This is an optimization exercise on Yosys and OpenROAD, whose aim is small area, not a production implementation.
The RTL was checked by simulation tests, not by an equivalence proof against the original design.
No driver is modelled on the clock port, so clock power and skew are understated where the tree is cut down; a real chip needs a root buffer or a tree.
No activity file was given, so power comes from the tool's default toggle rates.

<file path="flow/design.v">
`timescale 1ns / 1ps
module uart_tx (
    input  wire iTxMode,    
    input  wire iStart,     
    input  wire iStop,      
    input  wire iBit,       
    output wire oTxSerial
  );
  assign oTxSerial = ~iTxMode | (~iStart & (iStop | iBit));
endmodule
`timescale 1ns / 1ps
module uart_rx (
    input  wire iClk,
    input  wire iRxSerial,
    output wire oRxSync
  );
  reg rRx1, rRx2;
  always @(posedge iClk) begin
    rRx1 <= iRxSerial;
    rRx2 <= rRx1;
  end
  assign oRxSync = rRx2;
endmodule
`timescale 1ns / 1ps
module uart_top (
    input  wire iClk, iRst,
    input  wire iRx,
    output wire oTx
  );
  localparam BIT = 1085;                       
  localparam [10:0] TERM = 11'b00101110111;    
  function [10:0] lfsr_next(input [10:0] s);
    lfsr_next = {s[9:0], s[10] ^ s[8]};
  endfunction
  function [10:0] lfsr_before(input integer k);
    integer i;
    reg [10:0] s;
    begin
      s = TERM;
      for (i = 0; i < k; i = i + 1)
        s = {s[0] ^ s[9], s[10:1]};
      lfsr_before = s;
    end
  endfunction
  localparam [10:0] L_IDLE = lfsr_before(BIT + 271);              
  localparam [10:0] L_BIT  = lfsr_before(BIT - 1);
  localparam [10:0] L_TXST = lfsr_before(BIT + 2);                
  localparam [10:0] L_RXST = lfsr_before((BIT - 272) + BIT);      
  localparam [10:0] L_RXLS = lfsr_before((BIT - 272) + BIT + 3);  
  wire wRx;
  uart_rx UART_RX_INST (.iClk(iClk), .iRxSerial(iRx), .oRxSync(wRx));
  reg        rTx;       
  reg [3:0]  rPh;       
  reg [10:0] rCnt;      
  reg [3:0]  rFrm;      
  reg [4:0]  rDistA;    
  reg [1:0]  rDistB;    
  reg [95:0] rRing;
  reg        rHold;     
  reg        rOut;      
  wire wTerm  = (rCnt == TERM);
  wire wData  = |rPh[2:0];
  wire wPh0   = ~rPh[3] & ~wData;
  wire wPh9   = rPh[3] & ~wData;
  wire wPh8   = rPh[2] & ~rPh[1] & ~rPh[0];
  wire wIdle  = ~rTx & wPh0;
  wire wBump  = wTerm & wData;                
  wire wMatch = ~|rDistA & ~|rDistB;
  wire wLast  = (rFrm == 4'b1010);
  reg [10:0] wLoad;
  always @(*) begin
    if (wIdle)
      wLoad = L_IDLE;
    else if (wPh8)
      wLoad = rTx ? L_TXST : wLast ? L_RXLS : L_RXST;
    else
      wLoad = L_BIT;
  end
  always @(posedge iClk) begin
    if (wIdle | wTerm)
      rCnt <= wLoad;
    else
      rCnt <= lfsr_next(rCnt);
  end
  always @(posedge iClk) begin
    if (iRst) begin
      rTx  <= 1'b0;
      rPh  <= 4'd0;
      rFrm <= 4'd0;
    end else if (wIdle ? ~wRx : wTerm) begin
      rPh <= {rPh[2:0], (rPh[0] | ~rPh[2]) ^ rPh[3]};
      if (wPh9) begin
        rFrm <= {rFrm[2], ~rFrm[3], rFrm[0], ~|rFrm[1:0]};
        if (wLast)
          rTx <= ~rTx;
      end
    end
  end
  always @(posedge iClk) begin
    if (iRst) begin
      rDistA <= 5'd0;
      rDistB <= 2'd0;
    end else if (!wBump) begin
      rDistA <= {rDistA[3:0], rDistA[4] ^ rDistA[2] ^ ~|rDistA[3:0]};
      rDistB <= {rDistB[0], ~|rDistB};
    end
  end
  always @(posedge iClk) begin
    rRing <= {(~rTx & wMatch) ? rHold : rRing[0], rRing[95:1]};
  end
  always @(posedge iClk) begin
    if (~rTx) begin
      if (wBump)
        rHold <= wRx;                         
    end else if (wMatch) begin
      rHold <= wData ? rRing[2] : rRing[1];
    end
  end
  always @(posedge iClk) begin
    if (wTerm)
      rOut <= rHold;
  end
  uart_tx UART_TX_INST (.iTxMode(rTx), .iStart(wPh0), .iStop(wPh9),
                        .iBit(rOut), .oTxSerial(oTx));
endmodule
</file>
<file path="flow/flow/run.sh">
#!/bin/bash
# Standard ORFS layout, with:
#  - synthesis as standard, except that ABC maps the logic for area
#    (flow/abc_area.script in place of ORFS's abc_speed.script; the
#    registers are mapped before ABC runs, so they are the standard ones);
#  - clock tree synthesis told not to add dummy loads (cells that only
#    balance the tree) and to use clkbuf_4 buffers;
#  - the smallest buffer on the ports;
#  - before clock tree synthesis, every logic cell swapped for the smallest
#    cell of its family, then slew, capacitance and timing repaired
#    (flow/downsize.tcl);
#  - power recovery at global routing, which downsizes cells off the
#    critical paths.
set -euo pipefail
here=$(pwd)
rm -rf "$here/scripts_area"
cp -r "$FLOW_HOME/scripts" "$here/scripts_area"
cp "$here/flow/abc_area.script" "$here/scripts_area/abc_speed.script"
bash standard.sh "SCRIPTS_DIR=$here/scripts_area" synth > synth.log 2>&1
bash standard.sh \
  "CTS_ARGS=-sink_clustering_enable -repair_clock_nets -dont_use_dummy_load -buf_list sky130_fd_sc_hd__clkbuf_4" \
  "BUFFER_PORTS_ARGS=-buffer_cell sky130_fd_sc_hd__buf_1" \
  "PRE_CTS_TCL=$here/flow/downsize.tcl" \
  RECOVER_POWER=100 \
  finish > standard.log 2>&1
</file>
<file path="flow/flow/abc_area.script">
strash
dch
amap
topo
dnsize -c
</file>
<file path="flow/flow/downsize.tcl">
# Area recovery before clock tree synthesis: swap each logic cell for the
# smallest cell of its family (same function, lowest drive), then let
# repair_design and repair_timing restore any slew, capacitance or timing
# limit that the swap breaks.
set ds_count 0
set ds_saved 0.0
foreach inst [get_cells *] {
  set ref [get_property $inst ref_name]
  set lc [get_lib_cells -quiet $ref]
  if {$lc eq ""} { continue }
  set name [get_property $lc name]
  if {![regexp {^(sky130_fd_sc_hd__[a-z0-9]+)_([0-9]+)$} $name -> base drv]} { continue }
  if {[regexp {dfxtp|dfrtp|edfxtp|clkbuf|clkinv|tapvpwr|fill|decap|conb} $base]} { continue }
  set best $name
  set best_area [get_property $lc area]
  foreach c [get_lib_cells ${base}_*] {
    set cn [get_property $c name]
    if {![regexp "^${base}_\[0-9\]+\$" $cn]} { continue }
    if {[get_property $c dont_use]} { continue }
    set a [get_property $c area]
    if {$a < $best_area} { set best $cn; set best_area $a }
  }
  if {$best ne $name} {
    set ds_saved [expr {$ds_saved + [get_property $lc area] - $best_area}]
    replace_cell $inst $best
    incr ds_count
  }
}
puts "downsize: $ds_count cells swapped, [format %.1f $ds_saved] um2 saved"
estimate_parasitics -placement
repair_design
repair_timing -setup
</file>
<file path="flow/standard.sh">
#!/bin/bash
# synth_recipe.tcl (not shown) runs the flow's synth.tcl, then flattens the netlist and writes it again
# the make line also repeats each setting of config.mk as NAME=value (left out here)
make -C /OpenROAD-flow-scripts/flow DESIGN_CONFIG=/design/flow/config.mk WORK_HOME=/design/flow/orfs CLKGATE_MAP_FILE= SYNTH_SCRIPT=/design/flow/synth_recipe.tcl "${@:-finish}"
</file>
<file path="flow/config.mk">
export PLATFORM = sky130hd
export DESIGN_NAME = uart_top
export DESIGN_NICKNAME = uart_top
export VERILOG_FILES = /design/flow/design.v
export SDC_FILE = /design/flow/constraint.sdc
export NUM_CORES = 4
export LEC_CHECK = 0
export CAP_MARGIN = 20
export CORE_MARGIN = 2
export CORE_UTILIZATION = 70
export SLEW_MARGIN = 20
</file>
<file path="flow/constraint.sdc">
create_clock -name core_clock -period 8.0 [get_ports {iClk}]
set_input_delay 1.6000 -clock core_clock [delete_from_list [all_inputs] [get_ports {iClk}]]
set_output_delay 1.6000 -clock core_clock [all_outputs]
set_load 0.01 [all_outputs]
</file>
==> run notes, run 1 <==
Avg Cell Area, Syn=approximately 14 sq um; Design Area, Final=around 3300 sq um; synthesized cell area=~3100 sq um; leading area contributor after synthesis=dfxtp_1; adder-cell share of the synthesized area=0; Resized cells post-CTS=0; maxcap violations=0; RR Startpoint=rCnt[6]$_DFF_P_; postcts setup bufs=0; final core occ=0.764; antenna-violating nets left=0; share of cells above drive strength 1=0.0714; mux share of post-synthesis cell area=0; Leak=about 1.3 nW; HP Start=rRing[93]$_DFF_P_; Compound-Gate Fraction of Synth Area=0.0799; # nets final=between 200 and 250; number of global-route vias before repair=about 1600; xor/xnor cell area share of the yosys netlist=0; initial antenna violation count=0; clk sinks=around 130; final wirelength=between 4 and 5 mm; status=complete, no violations; CP startpoint=rPh[0]$_SDFFE_PP0P_; synth-to-layout area growth=6.68%; CP top delay family=simple AND/OR/NAND/NOR gates; Mapped Cells=approximately 220; max frequency=around 0.30 GHz; top cells by area, synth=dfxtp_1 82%, o221a_1 2.2%, clkinv_1 2.1%; min cycle time layout=between 3 and 4 ns; largest net degree at the start of global routing=17; Die ar.=around 4900 sq um; Core ar.=4260 sq um; worst-path maximum fanout=5; ANT cells=0; Syn Nets=221; simple-gate share of the synthesized area=0.0602; DRT iter0 DRCs=56; Required @ worst endpoint=~6.4 ns; CP peak stage delay=0.34 ns; Synth top area share=0.819; largest family of logic cells by synthesized area=compound AO/OA/AOI/OAI gates; Period Utilization, post-route=0.418; Peak VDD IR=0.000228 V; CP max-delay cell=dfxtp_1; CTS buffer count=17; Hold Fails Final Rpt=0; warnings from Yosys=2; Worst-path clk slew=0.09 ns; CP Class=reg -> out; gr ovfl total=0; chip width=between 70 and 80 microns; CP cell instances=nor3_1, clkinv_1, nor2_1, a21oi_1, nand2_1, buf_1; number of I/O pins=4; DR vias=1521; Unique masters post-synth=22; Power Density=between 300 and 400 nW/um^2; setup TNS=0 ns; Core Rows=24; worst relative slew slack=0.554; CP arrival=between 1.5 and 2 ns; Total Power=0.00114 W; TritonCTS clock tree=yes; dpl cell area=~3100 sq um; CP endpoint kind=primary output; port buffer count=3; Seq/Total Area, Yosys=0.839; Final Slew Violations=0; # DRC=0; HPWL after DPL=2.63 mm; #FFs+latches synth=127; commonest cells after routing, fill and taps aside=125 x dfxtp_1, 17 x clkinv_1, 17 x clkbuf_4; CP startpoint kind=flop; GPL Wtd Cong=approximately 0.85; RSZ-0062 raised after global routing=false; Worst Tran Pin Value=0.663 ns; Initial Utilization=0.716; post-DR wirelength/cell=around 15 microns; endpoints failing setup=0; Clock Skew=0.0319 ns; class of the worst hold path=reg -> reg; R2R setup slack=approximately 5.3 ns; GRT Util Overall=0.207; worst-skew pair later-pin latency=approximately 0.47 ns; Die H=70.1 microns; Vias/cell=roughly 5.2; global-route wire length before repair=7.40 mm; most common cell after layout, fill and taps aside=dfxtp_1; CTS Hold Buffers Added=0; Worst Path Buf+Inv=2; TritonRoute pass-1 iters=5
-- final timing paths --
path                  endpoint  cells past startpoint
max                        oTx                      6
min          rRing[92]$_DFF_P_                      0
max reg2reg   rTx$_SDFFE_PP0P_                      9
min reg2reg  rRing[92]$_DFF_P_                      0
-- power by group --
part	switching, W	internal (W)	leakage [nW]
Sequential	0.0000347	0.000719	1.05
Clock	0.000166	0.0000971	0.0782
Combinational	0.0000806	0.0000422	0.142
Total	0.000282	0.000858	1.27
-- stage by stage --
stage / hold slack (ns) / worst slack, ns / instances
final: 0.317 / 4.65 / 290
after global routing: 0.310 / 4.52 / 290
after CTS: 0.309 / 4.63 / 290
after detailed placement: 0.312 / 5.15 / 273
after global placement: 0.314 / 5.23 / 273
after floorplan: 0.310 / 5.41 / 218
-- kinds of logic after synthesis --
| kind of cell | after synthesis |
|---|---|
| compound gates | 36 |
| buf+inv | 17 |
| simple gates | 38 |
| flops | 127 |
-- sequential cells by signal, indices dropped and copies added, names as in the netlist --
register and cells:
rRing 96, rCnt 11, rDistA 5, rFrm 4, rPh 4, rDistB 2
UART_RX_INST.rRx1 1, UART_RX_INST.rRx2 1, rHold 1, rOut 1, rTx 1
-- synth_stat cells, drive strengths merged --
library cell and number:
nand4 1, or3 1, edfxtp 2, or2 6
a211oi 1, a22oi 3, o21bai 1, a21oi 10
nand2 7, o22ai 3, nor3 4, o221a 6
o21ai 9, o211ai 1, nor2 12, dfxtp 125
nor2b 2, nand3 1, nor4 4, a21o 1
clkinv 17, o32a 1
-- area by class of cell --
class                   instances  area (sq um)
repair buffers                  3          11.3
flip-flops and latches        127          2560
fillers                       250          1010
well taps                      52          65.1
multi-input cells              74           428
inverters                      17          63.8
clock buffers                  17           128
-- layer usage --
| metal | track usage | routed length (microns) |
|---|---|---|
| met1 | 0.259 | 1980 |
| met2 | 0.293 | 1930 |
| met3 | 0.0909 | 172 |
| met5 | 0 | 0 |
| met4 | 0.130 | 124 |
==> run 2, diff against run 1 <==
--- a/flow/flow/run.sh
+++ b/flow/flow/run.sh
@@ -23,2 +23,3 @@
   "PRE_CTS_TCL=$here/flow/downsize.tcl" \
+  "POST_CTS_TCL=$here/flow/clkmerge.tcl" \
   RECOVER_POWER=100 \
==> flow/flow/clkmerge.tcl (new file) <==
set cm_limit 0.110
proc cm_leaf_buffers {} {
  set res {}
  foreach inst [[ord::get_db_block] getInsts] {
    if {![string match *clkbuf* [[$inst getMaster] getName]]} continue
    set net [[$inst findITerm X] getNet]
    if {$net eq "NULL"} continue
    set leaf 1
    foreach it [$net getITerms] {
      if {[$it getInst] == $inst} continue
      if {[string match *clkbuf* [[[$it getInst] getMaster] getName]]} { set leaf 0 }
    }
    if {$leaf} { lappend res $inst }
  }
  return $res
}
proc cm_center {inst} {
  set bb [$inst getBBox]
  return [list [expr {([$bb xMin]+[$bb xMax])/2}] [expr {([$bb yMin]+[$bb yMax])/2}]]
}
proc cm_max_sink_slew {net} {
  set w 0.0
  set p [get_pins -quiet -of_objects [get_nets [$net getName]] -filter "direction==input"]
  foreach q $p { set s [get_property $q slew_max]; if {$s > $w} { set w $s } }
  return $w
}
set cm_merged 0
set again 1
while {$again} {
  set again 0
  set ls [cm_leaf_buffers]
  set pairs {}
  foreach a $ls {
    foreach b $ls {
      if {$a == $b} continue
      set ca [cm_center $a]; set cb [cm_center $b]
      set d [expr {abs([lindex $ca 0]-[lindex $cb 0]) + abs([lindex $ca 1]-[lindex $cb 1])}]
      lappend pairs [list $d $a $b]
    }
  }
  foreach pr [lsort -integer -index 0 $pairs] {
    set a [lindex $pr 1]; set b [lindex $pr 2]
    set anet [[$a findITerm X] getNet]; set bnet [[$b findITerm X] getNet]
    set moved {}
    foreach it [$anet getITerms] {
      if {[$it getInst] == $a} continue
      lappend moved $it
    }
    foreach it $moved { $it disconnect; $it connect $bnet }
    estimate_parasitics -placement
    if {[cm_max_sink_slew $bnet] <= $cm_limit} {
      [$a findITerm A] disconnect
      [$a findITerm X] disconnect
      odb::dbInst_destroy $a
      odb::dbNet_destroy $anet
      incr cm_merged
      set again 1
      break
    }
    foreach it $moved { $it disconnect; $it connect $anet }
  }
}
estimate_parasitics -placement
puts "clkmerge: $cm_merged leaf clock buffers merged away"
==> run notes, run 2 <==
status=complete, no violations; Vias/cell=5.28; worst-skew pair later-pin latency=about 0.47 ns; max frequency=slightly below 0.3 GHz; Power Density=between 300 and 400 nW/um^2; setup TNS=0 ns; most common cell in the netlist=dfxtp_1; CP top delay family=simple AND/OR/NAND/NOR gates; Final Slew Violations=0; top cells by area, synth=dfxtp_1 82%, o221a_1 2.2%, clkinv_1 2.1%; CP Class=reg -> out; antenna-violating nets left=0; final wirelength=between 4 and 5 mm; Worst Tran Pin Value=about 0.66 ns; Seq/Total Area, Yosys=0.839; Mapped Cells=around 220; maxcap violations=0; global-route wire length before repair=7.44 mm; Initial Utilization=0.716; Hold Fails Final Rpt=0; leading area contributor after synthesis=dfxtp_1; Syn Nets=approximately 220; # DRC=0; chip width=between 70 and 80 microns; Core ar.=approximately 4300 sq um; power share of the sequential group=0.664; hold path depth=0; initial antenna violation count=0; most common cell after layout, fill and taps aside=dfxtp_1; RR Startpoint=rCnt[6]$_DFF_P_; synth-to-layout area growth=6.43%; Core Rows=24; Leak=1.26 nW; Total Power=approximately 0.0011 W; HPWL after DPL=2.63 mm; CP cell instances=nor3_1, clkinv_1, nor2_1, a21oi_1, nand2_1, buf_1; #FFs+latches synth=127; Worst-path clk slew=about 0.11 ns; Post-synth EDFFs=2; Placed Cells=273; Design Area, Final=about 3300 sq um; CP startpoint kind=flop; DR vias=1527; Required @ worst endpoint=around 6.4 ns; max reg flops=96; Period Utilization, post-route=0.422; Avg Cell Area, Syn=about 14 sq um; Post-synth ARST share=0; Sw Pwr=about 0.00028 W; CP peak stage delay=approximately 0.35 ns; largest net degree at the start of global routing=16; Clk pwr share=0.228; final cell count without fillers=roughly 290; DRT iter0 DRCs=57; Die ar.=a little under 5000 sq um; worst relative slew slack=0.557; Peak VDD IR=between 0.0002 and 0.00025 V; dpl cell area=about 3100 sq um; Die H=70.1 microns; cell-internal power=about 0.00085 W; FF/Latch Area=roughly 2600 sq um; met2 Resource Use GR=0.293; ANT cells=0; worst-path maximum fanout=5; min cycle time layout=~3.4 ns; r2r endpoint=rTx$_SDFFE_PP0P_; CP endpoint kind=primary output; GRT Util Overall=0.208; top flop regs=rRing (96), rCnt (11), rDistA (5); GR Layer Usage met3=0.0952; GR peak layer=met2; Biggest register=rRing; Synth top area share=0.819; Clock Skew=between 0.03 and 0.04 ns; number of I/O pins=4; synthesized cell area=between 3000 and 4000 sq um; Min-Delay Endpoint=rRing[93]$_DFF_P_; HP Start=rRing[94]$_DFF_P_; GPL Wtd Cong=approximately 0.85; M1 GR Usage=0.261; number of global-route vias before repair=1604; fill count=250; # nets final=~240; Unique masters post-synth=22; main flop type after synthesis=dfxtp_1; Sw Ratio=0.249; gr ovfl total=0; R2R depth=9; RSZ-0062 raised after global routing=false; commonest cells after routing, fill and taps aside=125 x dfxtp_1, 17 x clkinv_1, 16 x clkbuf_4; share of cells above drive strength 1=0.0675; endpoints failing setup=0; combinational share of power=0.109; Worst Path Buf+Inv=2; multi-input gate area in the final layout=approximately 430 sq um; CP arrival=about 1.8 ns; post-DR wirelength/cell=between 10 and 15 microns; port buffer count=3; CP max-delay cell=dfxtp_1; clk sinks=around 130; top post-synthesis cells by count=125 x dfxtp_1, 17 x clkinv_1, 12 x nor2_1; class of the worst hold path=reg -> reg; R2R setup slack=5.27 ns; TritonRoute pass-1 iters=4; warnings from Yosys=2
==> run 2: changes by cell type in the layout (fill, tap and decap cells not counted), sizes merged <==
cell,before,now
clkbuf,17,16
==> run 2: logic make-up (layout without fill, tap and decap cells) <==
family	Yosys count	in the layout	synth area share
DFF	127	127	0.839
and+or+nand+nor	38	38	0.0602
AOI/OAI and AO/OA	36	36	0.0799
buffers and inverters	17	36	0.0209
==> run 2: worst max path at each step <==
stage | depth (start not counted) | from | slack (ns) | end
2_1_floorplan | 5 | rPh[0]$_SDFFE_PP0P_ | 5.41 | oTx
3_3_place_gp | 6 | rPh[0]$_SDFFE_PP0P_ | 5.23 | oTx
3_5_place_dp | 6 | rPh[0]$_SDFFE_PP0P_ | 5.15 | oTx
5_1_grt | 6 | rPh[1]$_SDFFE_PP0P_ | 4.48 | oTx
6_report | 6 | rPh[1]$_SDFFE_PP0P_ | 4.62 | oTx
==> run 2: power by group through the flow <==
| stage | Combinational (W) | Clock, W | Sequential [W] |
|---|---|---|---|
| final | 0.000123 | 0.000259 | 0.000754 |
| after detailed placement | 0.000120 | 0 | 0.000766 |
| after global placement | 0.000106 | 0 | 0.000761 |
| after global routing | 0.000140 | 0.000290 | 0.000760 |
| after floorplan | 0.0000909 | 0 | 0.000754 |
==> run 2: metrics by stage <==
| step | setup slack [ns] | utilization | hold WS, ns |
|---|---|---|---|
| after floorplan | 5.41 | - | 0.310 |
| after global placement | 5.23 | 0.734 | 0.314 |
| after detailed placement | 5.15 | 0.734 | 0.312 |
| after global routing | 4.48 | 0.762 | 0.316 |
| final | 4.62 | 0.762 | 0.316 |
==> run 2: layer usage <==
metal	routed length, microns	up-vias
met1	1960	712
met2	1930	35
met3	175	16
li1	-	764
met4	138	0
met5	0	-
==> run 2: final cells by class <==
cell class	count	share of cell area
clock buffers	16	0.0370
inverters	17	0.0196
multi-input cells	74	0.132
flip-flops and latches	127	0.788
well taps	52	0.0200
repair buffers	3	0.00346
==> run 3, diff against run 2 <==
--- a/flow/flow/clkmerge.tcl
+++ b/flow/flow/clkmerge.tcl
@@ -1,2 +1,2 @@
-set cm_limit 0.110
+set cm_limit 0.115
 proc cm_leaf_buffers {} {
==> run notes, run 3 <==
top cells by area, synth=dfxtp_1 82%, o221a_1 2.2%, clkinv_1 2.1%; leading area contributor after synthesis=dfxtp_1; Worst-path clk slew=approximately 0.11 ns; most common cell after layout, fill and taps aside=dfxtp_1; max reg flops=96; Required @ worst endpoint=around 6.4 ns; #FFs+latches synth=127; gr ovfl total=0; chip width=about 70 microns; combinational share of power=0.110; clk sinks=between 100 and 150; Final Slew Violations=0; number of global-route vias before repair=roughly 1600; ANT cells=0; Hold Slack=roughly 0.31 ns; # nets final=around 240; worst-path maximum fanout=5; Initial Utilization=0.716; initial antenna violation count=0; synthesized cell area=3050 sq um; number of I/O pins=4; Post-synth ARST share=0; Worst Tran Pin Value=between 0.6 and 0.7 ns; GRT Util Overall=0.206; Placed Cells=~270; GPL Wtd Cong=0.849; synth-to-layout area growth=6.19%; Die ar.=about 4900 sq um; setup TNS=0 ns; CP Class=reg -> out; top flop regs=rRing (96), rCnt (11), rDistA (5); Avg Cell Area, Syn=approximately 14 sq um; post-DR wirelength/cell=approximately 15 microns; Biggest register=rRing; TritonRoute pass-1 iters=4; Core Rows=24; HPWL after DPL=between 2 and 3 mm; Peak VDD IR=between 0.0002 and 0.00025 V; Vias/cell=~5.3; Clk pwr share=0.222; Syn Nets=between 200 and 250; largest net degree at the start of global routing=15; power share of the sequential group=0.668; CP arrival=around 1.8 ns; CP startpoint kind=flop; Synth top area share=0.819; CP endpoint kind=primary output; Hold Fails Final Rpt=0; final cell count without fillers=between 200 and 300; most common cell in the netlist=dfxtp_1; min cycle time layout=between 3 and 4 ns; final wirelength=approximately 4.2 mm; Sw Pwr=between 0.0002 and 0.0003 W; port buffer count=3; commonest cells after routing, fill and taps aside=125 x dfxtp_1, 17 x clkinv_1, 15 x clkbuf_4; # DRC=0; CP cell instances=nor3_1, clkinv_1, nor2_1, a21oi_1, nand2_1, buf_1; DR vias=roughly 1500; Seq/Total Area, Yosys=0.839; Clock Skew=roughly 0.038 ns; Unique masters post-synth=22; worst-skew pair later-pin latency=0.47 ns; pre-CTS setup slack=about 5.2 ns; CP top delay family=simple AND/OR/NAND/NOR gates; CP max-delay cell=dfxtp_1; Leak=between 1 and 1.5 nW; RSZ-0062 raised after global routing=false; max frequency=0.298 GHz; worst relative slew slack=0.558; maxcap violations=0; share of cells above drive strength 1=0.0636; Die H=around 70 microns; CP peak stage delay=~0.36 ns; Core ar.=around 4300 sq um; Period Utilization, post-route=0.419; fill count=251; Sw Ratio=0.249; endpoints failing setup=0; DRT iter0 DRCs=65; final core occ=0.761; Worst Path Buf+Inv=2; global-route wire length before repair=around 7.4 mm; final setup margin=between 4 and 5 ns; Mapped Cells=218; main flop type after synthesis=dfxtp_1; antenna-violating nets left=0; class of the worst hold path=reg -> reg; Post-synth EDFFs=2; Power Density=348 nW/um^2; warnings from Yosys=2; cell-internal power=about 0.00085 W; top post-synthesis cells by count=125 x dfxtp_1, 17 x clkinv_1, 12 x nor2_1; status=complete, no violations
-- run 3: cell counts after synthesis --
No cell type changed its count.
-- run 3: cell type report --
type | count | area (sq um) | area share
sequential | 127 | 2560 | 0.790
multi-input combinational | 74 | 428 | 0.132
clock buffer | 15 | 113 | 0.0347
tap | 52 | 65.1 | 0.0201
inverter | 17 | 63.8 | 0.0197
timing repair buffer | 3 | 11.3 | 0.00347
-- run 3: path summary, 6_finish.rpt --
| path | endpoint | from | slack (ns) | depth (start not counted) |
|---|---|---|---|---|
| hold reg to reg | rRing[87]$_DFF_P_ | rRing[88]$_DFF_P_ | 0.31 | 0 |
| setup reg to reg | rTx$_SDFFE_PP0P_ | rCnt[6]$_DFF_P_ | 5.30 | 9 |
| hold / removal | rRing[87]$_DFF_P_ | rRing[88]$_DFF_P_ | 0.31 | 0 |
| setup / recovery | oTx | rPh[1]$_SDFFE_PP0P_ | 4.65 | 6 |
-- run 3: cell families (layout without fill, tap and decap cells) --
family / count (synthesis) / in the layout / synth area share
flops: 127 / 127 / 0.839
buf+inv: 17 / 35 / 0.0209
compound gates: 36 / 36 / 0.0799
simple gates: 38 / 38 / 0.0602
-- run 3: per-layer routing --
| layer | track usage | part of all wire |
|---|---|---|
| met1 | 0.259 | 0.46 |
| met2 | 0.294 | 0.47 |
| met3 | 0.108 | 0.048 |
| met4 | 0.0983 | 0.016 |
| met5 | 0 | 0 |
-- run 3: metrics by stage --
step,power [W],area [sq um]
finish,0.00113,3240
global route,0.00118,3240
detailed placement,0.000886,3130
global placement,0.000867,3130
floorplan,0.000845,3050
-- run 3: power by group through the flow --
| stage | combinational, W | clock (W) | sequential [W] |
|---|---|---|---|
| floorplan | 0.0000909 | 0 | 0.000754 |
| global placement | 0.000106 | 0 | 0.000761 |
| detailed placement | 0.000120 | 0 | 0.000766 |
| global route | 0.000140 | 0.000283 | 0.000760 |
| finish | 0.000124 | 0.000250 | 0.000754 |
-- run 3: worst register-to-register path, stage by stage, from the launching register on --
cell and delay [ns]:
dfxtp_1 0.33, clkinv_1 0.08, or3_1 0.41, nor4_1 0.52, nor2_1 0.24, a21oi_1 0.39
nand2_1 0.24, nor2_1 0.19, nor2_1 0.06, a211oi_1 0.21

==> static timing again, ports no longer ideal <==
No port has a modelled driver above. Below, the same layouts with a new extraction and two added sets of constraints.
Step 1 (the two cells are an assumption about what drives the block):
set clk [get_ports {iClk}]
set_driving_cell -lib_cell sky130_fd_sc_hd__clkbuf_16 $clk
set_driving_cell -lib_cell sky130_fd_sc_hd__buf_2 [delete_from_list [all_inputs] $clk]
Step 2, shift: input delay + t, output delay - t, t = (earliest + latest rising clock arrival at the registers) / 2. This alone moves slack from input paths to output paths.
a / b / c = ideal / step 1 / step 2; a / b = the first two.
run | t, ns | setup slack, ns | hold WS [ns] | worst setup path at the end | slew at the worst register clock pin (ns)
run 1 | 0.478 | 4.654 / 4.629 / 5.107 | 0.317 / 0.317 / 0.317 | register to output | 0.09 / 0.09
run 2 | 0.481 | 4.622 / 4.597 / 5.078 | 0.316 / 0.316 / 0.316 | register to output | 0.11 / 0.11
run 3 | 0.474 | 4.649 / 4.625 / 5.099 | 0.310 / 0.310 / 0.310 | register to output | 0.11 / 0.11
After both steps setup and hold are still met in every run listed.
